This design comes from an exercise in tuning for small area and a short achievable clock period on the open sky130 flow, not from production work.
The RTL of this run was laid out without a check of its function.
Power figures rest on the tool's default switching activity, not on a simulated workload.

==> design/flow/design.v <==
`timescale 1ns/1ps
module Radix_2_div #(
parameter[3:0]	DSIZE	= 15,
parameter[3:0]	PSIZE	= 15
)(
	input				clock,
	input				rst,
	input [DSIZE-1:0]	divisor,
	input [DSIZE-1:0]	dividend,
	output[PSIZE-1:0]	quotient,
	output[3:0]			quoexp
);
localparam [15:0] FOLD = 16'b0010_0100_1001_0000;
function integer pend;	 
	input integer t;
	integer k;
	begin
		pend = 1;
		for (k = 2; k <= t; k = k + 1)
			pend = FOLD[k] ? 1 : pend + 1;
	end
endfunction
function [14:0] srt_step;
	input [15:0] z;
	input [13:0] d;
	reg pos, neg;
	reg [14:0] dx, x, g, p;
	reg [15:0] G, P, Gn, Pn;	 
	integer i, l;
	begin
		pos = ~z[15] &  z[14];
		neg =  z[15] & ~z[14];
		dx = {1'b1, d};
		x = z[14:0] ^ dx;
		for (i = 0; i < 15; i = i + 1) begin
			g[i] = z[i] & (pos ? ~dx[i] : neg & dx[i]);
			p[i] = pos ? ~x[i] : (neg ? x[i] : z[i]);
		end
		G = {g, pos};
		P = {p, 1'b0};
		for (l = 1; l < 16; l = l * 2) begin
			Gn = G; Pn = P;
			for (i = 0; i < 16; i = i + 1)
				if (i & l) begin
					Gn[i] = G[i] | (P[i] & G[(i & ~(l-1)) - 1]);
					Pn[i] = P[i] & P[(i & ~(l-1)) - 1];
				end
			G = Gn; P = Pn;
		end
		srt_step = p ^ G[14:0];
	end
endfunction
reg	[14:0]	n1, d1;
always @(posedge clock) begin
	n1	<= dividend;
	d1	<= divisor;
end
wire [15:0]	y0 = {d1, 1'b0};
wire		s3 = ~|y0[15:8];
wire [15:0]	y1 = s3 ? {y0[7:0], 8'b0} : y0;
wire		s2 = ~|y1[15:12];
wire [15:0]	y2 = s2 ? {y1[11:0], 4'b0} : y1;
wire		s1 = ~|y2[15:14];
wire [15:0]	y3 = s1 ? {y2[13:0], 2'b0} : y2;
wire		s0 = ~y3[15];
wire [15:0]	y4 = s0 ? {y3[14:0], 1'b0} : y3;
reg	[14*15-1:0]	Zf;	 
reg	[14*14-1:0]	Df;	 
reg	[15*4-1:0]	Ef;	 
reg	[15*15-1:0]	Bf;	 
reg	[15*15-1:0]	Lf;	 
reg	[1:0]		Ztop;	 
always @(posedge clock) begin
	Zf[0 +: 15]	<= n1;
	Df[0 +: 14]	<= y4[14:1];
	Ef[0 +: 4]	<= {s3, s2, s1, s0};
end
genvar t;
generate
for (t = 1; t <= 14; t = t + 1) begin: STEP
	wire [15:0]	Z	= (t == 1) ? {1'b0, Zf[0 +: 15]} : {Zf[(t-1)*15 +: 15], 1'b0};
	wire [14:0]	S	= srt_step(Z, Df[(t-1)*14 +: 14]);
	wire		pos	= ~Z[15] &  Z[14];
	wire		neg	=  Z[15] & ~Z[14];
	always @(posedge clock) begin
		Ef[t*4 +: 4]	<= Ef[(t-1)*4 +: 4];
	end
	if (t < 14) begin: KEEPZ
		always @(posedge clock) begin
			Zf[t*15 +: 15]	<= S;
			Df[t*14 +: 14]	<= Df[(t-1)*14 +: 14];
		end
	end else begin: LASTZ
		always @(posedge clock) Ztop <= S[14:13];
	end
	if (t == 1) begin: QFIRST
		always @(posedge clock) begin
			Bf[15 +: 1]	<= pos | neg;
			Lf[15 +: 1]	<= neg;
		end
	end else if (FOLD[t]) begin: QFOLD
		localparam integer P = pend(t-1);
		wire [t-2:0]	Bp	= Bf[(t-1)*15 +: t-1];
		wire [P-1:0]	Lp	= Lf[(t-1)*15 +: P];
		wire [t-2:0]	Bn	= Bp - {Lp, 1'b0};
		always @(posedge clock) begin
			Bf[t*15 +: t]	<= {Bn, pos | neg};
			Lf[t*15 +: 1]	<= neg;
		end
	end else begin: QSHIFT
		localparam integer P = pend(t-1);
		always @(posedge clock) begin
			Bf[t*15 +: t]		<= {Bf[(t-1)*15 +: t-1], pos | neg};
			Lf[t*15 +: P+1]	<= {Lf[(t-1)*15 +: P], neg};
		end
	end
end
endgenerate
localparam integer PL = pend(14);
wire		pos0	= ~Ztop[1] &  Ztop[0];
wire		neg0	=  Ztop[1] & ~Ztop[0];
wire [14:0]	Qfin	= {Bf[14*15 +: 14], pos0 | neg0} - {Lf[14*15 +: PL], neg0, 1'b0};
reg	[4:0]	cnt;
always @(posedge clock, posedge rst) begin
	if (rst)			cnt	<= 5'd0;
	else if (!cnt[4])	cnt	<= cnt + 5'd1;
end
reg	[14:0]	Qu;
reg	[3:0]	exp;
always @(posedge clock, posedge rst) begin
	if (rst) begin
		Qu	<= 15'd0;
		exp	<= 4'd0;
	end else begin
		Qu	<= cnt[4] ? Qfin : 15'd0;
		exp	<= cnt[4] ? Ef[14*4 +: 4] : 4'd0;
	end
end
assign	quotient	= Qu;
assign	quoexp		= exp;
endmodule
==> design/flow/run.sh <==
#!/bin/bash
# synth_recipe.tcl (not shown) runs the flow's synth.tcl, then flattens the netlist and writes it again
# the make line also repeats each setting of config.mk as NAME=value (left out here)
make -C /OpenROAD-flow-scripts/flow DESIGN_CONFIG=/design/flow/config.mk WORK_HOME=/design/flow/orfs CLKGATE_MAP_FILE= SYNTH_SCRIPT=/design/flow/synth_recipe.tcl finish
==> design/flow/config.mk <==
export PLATFORM = sky130hd
export DESIGN_NAME = Radix_2_div
export DESIGN_NICKNAME = Radix_2_div
export VERILOG_FILES = /design/flow/design.v
export SDC_FILE = /design/flow/constraint.sdc
export NUM_CORES = 4
export LEC_CHECK = 0
export CAP_MARGIN = 20
export CORE_MARGIN = 2
export CORE_UTILIZATION = 40
export SETUP_SLACK_MARGIN = 2.0
export SLEW_MARGIN = 20
==> design/flow/constraint.sdc <==
create_clock -name core_clock -period 4.0 [get_ports {clock}]
set_input_delay 0.8000 -clock core_clock [delete_from_list [all_inputs] [get_ports {clock}]]
set_output_delay 0.8000 -clock core_clock [all_outputs]
set_load 0.01 [all_outputs]
==> run summary <==
## Yosys cell counts (23+ instances only)
master / instances / area share
nor2b_1: 77 / 0.018
nand3_1: 23 / 0.0042
nand2_1: 186 / 0.026
o21ai_0: 134 / 0.025
xor2_1: 75 / 0.024
clkbuf_1: 73 / 0.010
a21oi_1: 83 / 0.015
nor3_1: 27 / 0.0050
a22oi_1: 41 / 0.011
o31ai_1: 36 / 0.0099
dfrtp_1: 24 / 0.022
or3_1: 25 / 0.0057
a31oi_1: 24 / 0.0055
inv_1: 192 / 0.026
dfxtp_1: 627 / 0.46
nand2b_1: 40 / 0.0092
mux2i_1: 115 / 0.042
xnor2_1: 253 / 0.081
nor2_1: 107 / 0.015
and2_1: 72 / 0.017
maj3_1: 77 / 0.028
ha_1: 93 / 0.043
## worst paths after layout
check | depth (start not counted) | start | to | slack [ns]
setup / recovery | 12 | Zf[29] | Zf[42] | 0.97
hold / removal | 0 | Ef[51] | Ef[55] | 0.32
setup reg to reg | 12 | Zf[29] | Zf[42] | 0.97
hold reg to reg | 0 | Ef[51] | Ef[55] | 0.32
max in group asynchronous | 2 | rst | Qu[8] | 2.78
min in group asynchronous | 2 | rst | cnt[3] | 0.68
## flip-flops by register name, indices dropped and copies added (netlist names)
register,count
Zf,210
Df,196
Bf,75
Ef,60
STEP.genblk2.QFOLD.Bp,30
Qu,15
d1,15
n1,15
Lf,13
STEP.genblk2.QFOLD.Lp,11
cnt,5
exp,4
Ztop,2
## metal layers
metal	GRT usage	part of all wire	vias to the layer above
li1	-	-	9775
met1	0.187	0.41	9438
met4	0.0631	0.033	2
met3	0.0274	0.028	129
met2	0.308	0.53	274
met5	0	0.00022	-
## layout make-up
class                      count  area, sq um
clock buffer                  94         1970
sequential                   651        13300
timing repair buffer         315         2790
clock inverter                31          405
fill                        5681        31400
inverter                     195          753
tap                          873         1090
multi-input combinational   1771        15600
## what timing repair did
item                                    CTS  global route
endpoints found under the hold margin     0             0
pin swaps                               187           138
buffers inserted                        182            69
gates resized for setup                 327           222
gates cloned                              2             0
endpoints found under the setup margin  181           157
## cells by family (layout without fill, tap and decap cells)
group	count (synthesis)	after routing	synth area share
fa+ha+maj	188	188	0.0797
mux	127	127	0.0472
xor+xnor	336	336	0.112
buf+inv	284	635	0.0397
flops	651	651	0.482
compound gates	465	465	0.112
simple gates	654	655	0.126
## power by group through the flow
stage	sequential (W)	clock, W	combinational [W]
after floorplan	0.00991	0	0.00951
after global placement	0.0105	0	0.0112
after detailed placement	0.0106	0	0.0114
after CTS	0.0105	0.00672	0.0135
after global routing	0.0108	0.00702	0.0164
final	0.0105	0.00658	0.0150
## through the flow
step                total power [W]  cells  hold WS, ns
finish                       0.0321   3930        0.320
global route                 0.0342   3930        0.322
CTS                          0.0307   3861        0.317
detailed placement           0.0220   3552        0.312
global placement             0.0217   3552        0.310
floorplan                    0.0194   2705        0.310
==> run summary <==
Worst Path Required=around 4.5 ns; I/O pins=a little over 50; mapped cell area=between 20,000 and 30,000 sq um; Switch Pwr=0.0115 W; dpl cell area=a little under 30,000 sq um; Die W=265 um; leakage power=14.9 nW; period utilization=0.757; vias per cell=about 5.0; P&R area growth vs syn=31.5%; pwr dens=895 nW/um^2; hold-fix buffers at CTS=0; die area=approximately 70,000 sq um; Routed Antenna Nets=0; Startpoint Class=flop; Rel. slew slack=0.418; Routability Congestion=about 0.86; core area=between 60,000 and 70,000 sq um; pin count of the biggest net entering global routing=25; syn_nets=around 2,800; Switching Share=0.358; RSZ-0062 raised after global routing=true; ANT cells=0; Clk Latency, worst-skew pair=slightly above 0.6 ns; Worst VDD drop=roughly 310 uV; Int Power=around 0.021 W; NumNets Final=3,132; routed len/inst=approximately 15 um; CTS buffer count=69; Synth warnings=1; critical path class=flop to flop; post-synthesis async set-or-reset flop share=0.0369; share of layout cells above drive strength 1=0.296; crit path cell chain=inv_2 -> ha_4 -> nor3b_4 -> a311oi_2 -> maj3_2 -> o31ai_4 -> maj3_2 -> maj3_2 -> a211oi_4 -> o31ai_4 -> maj3_2 -> xor2_1; min cycle time layout=3.03 ns; post-synthesis sequential area ratio=0.482; DR vias=just under 20,000; GRT Overall Usage=0.165; Critical Path AT=roughly 3.5 ns; Post-synth top flop=dfxtp_1; Starting Density=0.405; CP delay by family, top=adder cells; Critical Path Fanout Max=4; Mean Syn Cell Area=roughly 10 sq um; CTS sink cnt=around 650; Max Cap Viol=0; Clk pwr share=0.205; cells after synthesis=around 2,700; worst min path class=flop to flop; number of flops mapped to enable cells by yosys=0; Worst Skew=roughly 0.025 ns; Seq cells post-synth=between 600 and 700; Comb pwr share=0.469; Worst path max stage delay=about 0.36 ns; commonest non-fill, non-tap cell in the layout=dfxtp_1; Chip Height=between 200 and 300 um; Iter 0 DRT Violations=around 870; Flop pwr share=0.327; fin util=0.533; final-report hold violation count=0; crit-path most repeated cell=maj3_2; Final WS setup=0.973 ns; WL final=about 60,000 um; DR pass1 iterations=5; Root Driver=clkbuf_16; global-route wire length before repair=just under 100,000 um; fin. max-slew vios=0; HPWL after detailed placement=~39,000 um; vias in the first global route=~20,000; post-place setup slack=~0.3 ns; setup TNS=0 ns; cell area after layout=around 36,000 sq um; # rows=between 90 and 100; clk slew on worst S/H paths=about 0.06 ns; fmax=~330 MHz; CP Buf/Inv Count=1; initial antenna violation count=1; critical path capture point type=flop; Yosys cell types=79; Port Buffers=50; Worst Tran Pin Value=a little under 0.9 ns; clk buf depth=3; CP max-delay cell=dfxtp_2; Setup Viol. Count Final=0; Overflow after GRT=0; commonest cells after routing, fill and taps aside=dfxtp_1, xnor2_1, buf_4, nand2_1, inv_1; DRC errors left=0; status=timing/DRC/antenna clean; Max H-tree Level=3; CTS tree=yes

-- re-timing with driven ports --
Ports are ideal in the flow. The routed layout listed here was re-timed in OpenROAD.
Step 1 sets driving cells, clkbuf_16 on the clock port and buf_2 on the other inputs (assumed; they add their load-dependent delay and slew).
Step 2 also shifts input and output timing later by t, the mid clock arrival at the registers, as if the neighbouring blocks saw the same clock.
Three values: ideal ports, drivers, drivers and shift; two values: the first two.
shift t [ns]: 0.655
slack for setup (ns): 0.973 / 0.973 / 0.973
clock arrival spread, ns: 0.026 / 0.026
worst slew at a driven data input, ns: 0.04
cell pins on the clock port's net: 1
After both steps this run still meets setup and hold. The setup slack of this run moves by 0.000 ns with the drivers and by 0.000 ns with both steps.
